This is an optimization exercise on Yosys and OpenROAD, whose aim is small area, not a production implementation. The RTL of this run was laid out without a check of its function. No activity file was given, so power comes from the tool's default toggle rates.

===== flow/run.sh =====
#!/bin/bash
# synth_recipe.tcl (not shown) runs the flow's synth.tcl, then flattens the netlist and writes it again
# the make line also repeats each setting of config.mk as NAME=value (left out here)
make -C /OpenROAD-flow-scripts/flow DESIGN_CONFIG=/design/flow/config.mk WORK_HOME=/design/flow/orfs CLKGATE_MAP_FILE= SYNTH_SCRIPT=/design/flow/synth_recipe.tcl finish

===== flow/config.mk =====
export PLATFORM = sky130hd
export DESIGN_NAME = aska_npg
export DESIGN_NICKNAME = aska_npg
export VERILOG_FILES = /design/flow/design.v
export SDC_FILE = /design/flow/constraint.sdc
export NUM_CORES = 4
export LEC_CHECK = 0
export CAP_MARGIN = 20
export CORE_MARGIN = 2
export CORE_UTILIZATION = 40
export SLEW_MARGIN = 20

===== flow/constraint.sdc =====
create_clock -name core_clock -period 10.0 [get_ports {clk}]
set_input_delay 2.0000 -clock core_clock [delete_from_list [all_inputs] [get_ports {clk}]]
set_output_delay 2.0000 -clock core_clock [all_outputs]
set_load 0.01 [all_outputs]

===== flow/design.v =====
module aska_npg (
    input clk,
    input resetn,
    input [5:0] amplitude,  
    input [11:0] freq,  
    input [2:0] phaseDuration,  
    input [5:0] ramp,  
    input [9:0] ramp_factor,  
    input [7:0] ON_time,  
    input [9:0] OFF_time,  
    input [31:0] electrode1,
    input [31:0] electrode2,
    input enable,
    output reg [31:0] up_switches,   
    output reg [31:0] down_switches,  
    output [5:0] DAC,
    output pulse_active);  
reg [11:0]freq_count;
wire freq_count_ready;
always @(posedge clk or negedge resetn) begin
    if (resetn == 1'b0) begin
        freq_count <= 11'b000_0000_0000;        
    end else begin
        if (enable) begin
            if (freq_count < freq) begin
                freq_count <= freq_count + 1;    
            end else begin
                freq_count <= 11'b000_0000_0000;
            end            
        end
    end
end
assign freq_count_ready = (freq_count == freq) ? 1'b1 : 1'b0;
reg pulse_start;
reg pulse_aux;
always @(posedge clk or negedge resetn) begin
    if (resetn == 1'b0) begin
        pulse_start <= 1'b0;
        pulse_aux   <= 1'b0;
    end else begin
        if (freq_count_ready == 1'b1) begin
            pulse_aux <= 1'b1;           
        end else begin
            pulse_aux <= 1'b0;
        end
        pulse_start <= pulse_aux;
    end
end
reg [2:0] phase_up_count;
reg phase_up_state;
wire phase_up_count_ready;
always @(posedge clk or negedge resetn) begin
    if (resetn == 1'b0) begin
        phase_up_count <= 3'b000;        
        phase_up_state <= 1'b0;
    end else begin
        if (pulse_start) begin
            phase_up_state <= 1'b1;
            phase_up_count <= phase_up_count + 1;
        end else if (phase_up_state == 1'b1) begin
            if (phase_up_count < phaseDuration) begin
                phase_up_count <= phase_up_count + 1;    
            end else begin
                phase_up_count <= 3'b000;
                phase_up_state <= 1'b0;
            end
        end
    end
end
assign phase_up_count_ready = (phase_up_count == phaseDuration) ? 1'b1 : 1'b0;
reg phase_pause_ready;
always @(posedge clk or negedge resetn) begin
    if (resetn == 1'b0) begin
        phase_pause_ready <= 1'b0;
    end else begin
        if (phase_up_count_ready == 1'b1) begin
            phase_pause_ready <= 1'b1;    
        end else if (phase_pause_ready == 1'b1) begin
            phase_pause_ready <= 1'b0;
        end
    end
end
reg [2:0] phase_down_count;
reg phase_down_state;
wire phase_down_count_ready;
always @(posedge clk or negedge resetn) begin
    if (resetn == 1'b0) begin
        phase_down_count <= 3'b000;        
        phase_down_state <= 1'b0;
    end else begin
        if (phase_pause_ready) begin
            phase_down_state <= 1'b1;
            phase_down_count <= phase_down_count + 1;
        end else if (phase_down_state == 1'b1) begin
            if (phase_down_count < phaseDuration) begin
                phase_down_count <= phase_down_count + 1;    
            end else begin           
                phase_down_count <= 3'b000;
                phase_down_state <= 1'b0;
            end
        end
    end
end
assign phase_down_count_ready = (phase_down_count == phaseDuration) ? 1'b1 : 1'b0;
always @(*) begin
    if (phase_up_state) begin
        up_switches = electrode1;
        down_switches = electrode2;
    end else if (phase_down_state) begin
        up_switches = electrode2;
        down_switches = electrode1;    
    end else begin 
        up_switches = 0;        
        down_switches = 0;        
    end  
end
assign pulse_active = |up_switches;
reg [2:0] on_off_ctrl;
parameter IDLE = 3'b000;
parameter UP =   3'b001;
parameter ON =   3'b011;
parameter DOWN = 3'b010;
parameter OFF =  3'b110;
wire UP_ready;
wire ON_ready;
wire DOWN_ready;
wire OFF_ready;
wire [5:0] UP_amplitude;
wire [5:0] DOWN_amplitude;
reg [5:0] DAC_cont;
always @(posedge clk or negedge resetn) begin
    if (resetn == 1'b0) begin
        on_off_ctrl <= IDLE;        
        DAC_cont <= 6'b00_0000;
    end else begin
        case (on_off_ctrl)
            IDLE:   if (enable == 1'b0) begin
                        on_off_ctrl <= IDLE;
                        DAC_cont <= 6'b00_0000; 
                    end else begin
                        on_off_ctrl <= UP;
                    end
            UP:     if (enable == 1'b0) begin
                        on_off_ctrl <= IDLE;
                    end else begin
                        if (UP_ready == 1'b1) begin
                            on_off_ctrl <= ON;                            
                        end else begin
                            on_off_ctrl <= UP;
                            DAC_cont <= UP_amplitude; 
                        end
                    end
            ON:     if (enable == 1'b0) begin
                        on_off_ctrl <= IDLE;
                    end else begin
                        if (ON_ready == 1'b1) begin
                            on_off_ctrl <= DOWN;
                        end else begin
                            on_off_ctrl <= ON;
                            DAC_cont <= amplitude; 
                        end    
                    end
            DOWN:   if (enable == 1'b0) begin
                        on_off_ctrl <= IDLE;
                    end else begin
                        if (DOWN_ready == 1'b1) begin
                            on_off_ctrl <= OFF;
                        end else begin
                            on_off_ctrl <= DOWN;
                            DAC_cont <= DOWN_amplitude; 
                        end    
                    end             
            OFF:    if (enable == 1'b0) begin
                        on_off_ctrl <= IDLE;
                    end else begin
                        if (OFF_ready == 1'b1) begin
                            on_off_ctrl <= UP;
                        end else begin
                            on_off_ctrl <= OFF;
                            DAC_cont <= 6'b00_0000; 
                        end    
                    end   
            default: on_off_ctrl <= IDLE;
        endcase
    end
end
assign DAC = pulse_active ? DAC_cont : 6'b00_0000;
reg [5:0] UP_count;
reg [9:0] UP_accumulator;
always @(posedge clk or negedge resetn) begin
    if (resetn == 1'b0) begin
        UP_count <= 6'b00_0000;        
        UP_accumulator <= 10'b00_0000_0000;
    end else begin
        if (enable == 1'b0) begin
            UP_count <= 6'b00_0000;        
            UP_accumulator <= 10'b00_0000_0000;
        end else if (on_off_ctrl == UP) begin            
            if (UP_count < ramp) begin
                if (freq_count_ready == 1'b1) begin
                    UP_count <= UP_count + 1;
                    UP_accumulator <= UP_accumulator + ramp_factor;
                end    
            end else begin
                UP_count <= 6'b00_0000;                
                UP_accumulator <= 10'b00_0000_0000;
            end
        end
    end
end
assign UP_ready = (UP_count == ramp) ? 1'b1 : 1'b0;
assign UP_amplitude = UP_accumulator[9:4];
reg [7:0] ON_count;
always @(posedge clk or negedge resetn) begin
    if (resetn == 1'b0) begin
        ON_count <= 8'b0000_0000;        
    end else begin
        if (enable == 1'b0) begin
            ON_count <= 8'b0000_0000;  
        end else if (on_off_ctrl == ON) begin            
            if (ON_count < ON_time) begin
                if (freq_count_ready == 1'b1) begin
                    ON_count <= ON_count + 1;
                end    
            end else begin
                ON_count <= 8'b0000_0000;                
            end
        end
    end
end
assign ON_ready = (ON_count == ON_time) ? 1'b1 : 1'b0;
reg [5:0] DOWN_count;
reg [9:0] DOWN_accumulator;
always @(posedge clk or negedge resetn) begin
    if (resetn == 1'b0) begin
        DOWN_count <= 6'b00_0000;        
        DOWN_accumulator <= 10'b00_0000_0000;
    end else begin
         if (enable == 1'b0) begin
            DOWN_count <= 6'b00_0000;        
            DOWN_accumulator <= 10'b00_0000_0000;
         end else if (on_off_ctrl == DOWN) begin            
            if (DOWN_count < ramp) begin
                if (freq_count_ready == 1'b1) begin
                    DOWN_count <= DOWN_count + 1;
                    DOWN_accumulator <= DOWN_accumulator + ramp_factor;
                end    
            end else begin
                DOWN_count <= 6'b00_0000;                
                DOWN_accumulator <= 10'b00_0000_0000;
            end
        end
    end
end
assign DOWN_ready = (DOWN_count == ramp) ? 1'b1 : 1'b0;
assign DOWN_amplitude = amplitude - DOWN_accumulator[9:4];
reg [9:0] OFF_count;
always @(posedge clk or negedge resetn) begin
    if (resetn == 1'b0) begin
        OFF_count <= 10'b00_0000_0000;        
    end else begin
        if (enable == 1'b0) begin
            OFF_count <= 10'b00_0000_0000; 
        end else if (on_off_ctrl == OFF) begin            
            if (OFF_count < OFF_time) begin
                if (freq_count_ready == 1'b1) begin
                    OFF_count <= OFF_count + 1;
                end    
            end else begin
                OFF_count <= 10'b00_0000_0000;                
            end
        end
    end
end
assign OFF_ready = (OFF_count == OFF_time) ? 1'b1 : 1'b0;
endmodule

==> impl_metrics.py <==
metrics = {
    "worst_setup_path": {
        "critical_path.top_delay_family": "buffers and inverters",
        "r2r-start": "freq_count[5]",
        "required_ns": 8.00,
        "crit_slowest_cell": "nor4_1",
        "critPathMaxFanout": 4,
        "path_class": "input pin to output pin",
        "worst-r2r-setup-slack_ns": 6.93,
        "crit_cells": 9,
        "endpoint_kind": "output pin",
        "cp-startpoint": "electrode2[5]",
        "crit_path_start_kind": "input pin",
        "path_cells": "clkdlybuf4s50_1, nor4_1, nand4_1, o21ai_0, a21oi_1, nor4_1, buf_4, nor2b_1, clkdlybuf4s50_1",
        "reg2reg_to": "UP_count[0]",
        "worst-path-buf-inv": 3,
        "cp-endpoint": "DAC[0]",
        "worstRegToRegCells": 7,
        "critical_path_arrival_ns": 4.69,
        "slowest_delay_ns": 0.62,
    },
    "power": {
        "comb_power_share": 0.417,
        "power.leakage_uw": 0.004337,
        "power-per-cell-area_nw_per_um2": 131.2,
        "switching_power_uw": 409.2,
        "switching_share": 0.3355,
        "peakVddDrop_mv": 0.1155,
        "clkPwrFrac": 0.269,
        "p_seq_frac": 0.314,
        "p_int_uw": 810.5,
    },
    "grt": {
        "grt_overflow": 0,
        "antenna_found_initial": 0,
        "grt_pass1_wl_mm": 33.76,
        "grt_max_degree": 63,
        "grt_util_all_layers": 0.2326,
        "grt_pass1_vias": 6452,
    },
    "run_status": {
        "outcome": "complete, no violations",
    },
    "layout": {
        "antenna_cells": 0,
        "stdcell_count": 1182,
        "syn2layout_area_growth_pct": 35.24,
        "fillCellCount": 1548,
        "nNetsFinal": 1159,
        "final_layout_size_suffix_gt1_frac": 0.05094,
    },
    "timing": {
        "fin_setup_tns_ns": 0,
        "finalHoldViolations": 0,
        "rsz0062_at_grt": "false",
        "slew_headroom": 0.3094,
        "setup_violations": 0,
        "post-route-period-util": 0.6686,
        "finClkSkew_ns": 0.009970,
        "fin_crit_ns": 6.686,
        "drv_slew": 0,
        "max_freq_mhz": 149.6,
        "tightest_slew_ns": 1.032,
    },
    "die": {
        "core-area_um2": 16700,
        "chipWidth_um": 135.1,
        "rows": 47,
        "pin_count": 193,
        "initial_utilization": 0.4117,
        "die_h_um": 135.1,
        "die-area_um2": 18260,
    },
    "yosys": {
        "ys_warn_count": 1,
        "synth_flop_cell": "dfrtp_1",
        "synthSimpleGateAreaFrac": 0.1699,
        "synth-edff-count": 0,
        "syn-num-nets": 978,
        "netlist_area_um2": 6877,
        "synth-seq-cells": 82,
        "synthArstFlopShare": 1.000,
        "synth_top_family_by_area": "compound AO/OA/AOI/OAI gates",
        "synth_compound_area_frac": 0.2582,
        "postSynthCellCount": 776,
        "synth-adder-area-share": 0.1488,
        "ys_seq_area_frac": 0.2984,
        "avgSynthCellArea_um2": 8.862,
        "synth-xor-area-share": 0.03948,
        "synthMuxAreaShare": 0.03002,
        "synth_cell_types": 63,
    },
    "placement": {
        "io_buffers": 192,
        "hpwl_mm": 17.25,
        "placedCellCount": 1166,
        "gp_congestion": 0.8999,
    },
    "clocking": {
        "postCtsSetupBuffers": 0,
        "cts_tree": "built",
        "htreeDepth": 3,
        "cts_buffers": 9,
        "clk_pin_slew_worst_paths_ns": 0.07,
        "cts_hold_buffers": 0,
        "ctsResizeCount": 0,
        "root_buffer": "clkbuf_16",
        "clock_latency_ns": 0.34,
        "clock-sinks": 82,
        "clockBufferDepth": 2,
    },
    "detailed_routing": {
        "num_vias": 6684,
        "via_per_inst": 5.655,
        "routed_wl_mm": 21.61,
        "ant_nets": 0,
        "drc_errors": 0,
        "initialDrtViolationCount": 312,
        "detail_route.wl_per_cell_um": 18.28,
        "firstDrtPassIters": 5,
    },
    "run": {
        "max-cap-violations": 0,
    },
    "min_path": {
        "worstHoldPathType": "flop to flop",
    },
}
==> how the worst min path moves through the flow <==
stage               depth (start not counted)  slack (ns)  startpoint           to
global route                                0        0.36   pulse_aux  pulse_start
detailed placement                          0        0.34   pulse_aux  pulse_start
floorplan                                   0        0.33   pulse_aux  pulse_start
global placement                            0        0.34   pulse_aux  pulse_start
CTS                                         0        0.36   pulse_aux  pulse_start
finish                                      0        0.36   pulse_aux  pulse_start
==> through the flow <==
stage | area (um^2) | hold slack, ns | setup slack [ns] | util | total power (uW)
finish | 9300 | 0.3582 | 3.314 | 0.5569 | 1220
floorplan | 6877 | 0.3312 | 4.621 | - | 627.9
global placement | 9010 | 0.3402 | 3.396 | 0.5395 | 886.3
CTS | 9300 | 0.3582 | 3.182 | 0.5569 | 1232
global route | 9300 | 0.3577 | 3.073 | 0.5569 | 1288
detailed placement | 9010 | 0.3362 | 3.199 | 0.5395 | 897.8
==> final cells by class <==
class	instances	area [um^2]	share of cell area
clock inverter	5	37.54	0.004036
multi-input combinational	599	4453	0.4788
tap	220	275.3	0.02960
sequential	82	2053	0.2208
clock buffer	11	252.7	0.02718
timing repair buffer	198	1964	0.2112
inverter	67	264.0	0.02839
==> placed cells by master (no fill, tap or decap), drive strengths merged, types with 18 or more instances in the layout <==
master / instances
nor4: 19
inv: 67
a21o: 22
ha: 77
nor2: 47
nor2b: 20
a21oi: 31
o21ai: 61
nand2: 40
xor2: 18
dfrtp: 82
a22o: 83
clkdlybuf4s50: 191
==> synth_stat cells (4+ instances only) <==
cell type,n,share of area
mux2i_1,6,0.0087
nor2b_1,20,0.018
dfrtp_1,82,0.30
a21oi_1,31,0.023
o21bai_1,4,0.0044
inv_1,66,0.036
mux2_2,13,0.021
nor3_1,13,0.0095
o211ai_1,6,0.0065
xnor2_1,13,0.017
or3_1,6,0.0055
and3_1,17,0.015
a21o_1,22,0.024
nand3_1,17,0.012
nand4_1,16,0.015
nor4_1,19,0.017
xor2_1,18,0.023
nand2b_1,11,0.010
a211oi_1,4,0.0044
nand2_1,39,0.021
clkbuf_1,22,0.012
ha_1,77,0.14
a22o_1,83,0.11
o21ai_0,35,0.025
nor2_1,47,0.026
o21ai_1,26,0.019
==> registers in the layout, summed over array words and instances (netlist names) <==
signal	count
freq_count	12
DOWN_accumulator	10
OFF_count	10
UP_accumulator	10
ON_count	8
DAC_cont	6
DOWN_count	6
UP_count	6
on_off_ctrl	3
phase_down_count	3
phase_up_count	3
phase_down_state	1
phase_pause_ready	1
phase_up_state	1
pulse_aux	1
pulse_start	1
==> layer usage <==
layer / vias up / GRT usage / routed length, um
li1: 3265 / - / -
met5: - / 0 / 0
met2: 169 / 0.4095 / 10860
met1: 3218 / 0.2915 / 9238
met3: 32 / 0.03941 / 900
met4: 0 / 0.07118 / 609
==> logic make-up (layout without fill, tap and decap cells) <==
logic type	count (synthesis)	after routing
AOI/OAI and AO/OA	247	247
xor gates and xnor gates	31	31
adders and majority gates	80	80
buffers and inverters	95	281
DFF	82	82
muxes	19	19
and+or+nand+nor	222	222
==> power by group through the flow <==
stage               registers (uW)  logic [uW]  clock network [uW]
finish                         383         509                 328
floorplan                      379         249                   0
global route                   386         552                 350
detailed placement             388         509                   0
global placement               387         499                   0
CTS                            382         511                 338

## re-timing with driven ports
The flow's constraints put no driver on any port. The routed layout listed below was extracted and timed again, unchanged, in two steps. Step 1: set_driving_cell puts a clkbuf_16 on clk and a buf_2 on each other input, an assumption about the parent block. Step 2 moves the port delays by t, midway between the first and last clock arrival at a register: inputs arrive t later, outputs are due t later. That takes back most of the time a late clock gives input paths. Slacks: ideal / step 1 / step 2; pairs: ideal / step 1.
t, ns: 0.379
setup slack, ns: 3.314 / 3.267 / 3.267
hold slack, ns: 0.358 / 0.358 / 0.358
After both steps setup and hold are still met in this run. For this run, drivers alone change the setup slack by -0.047 ns; drivers and shift together by -0.047 ns.
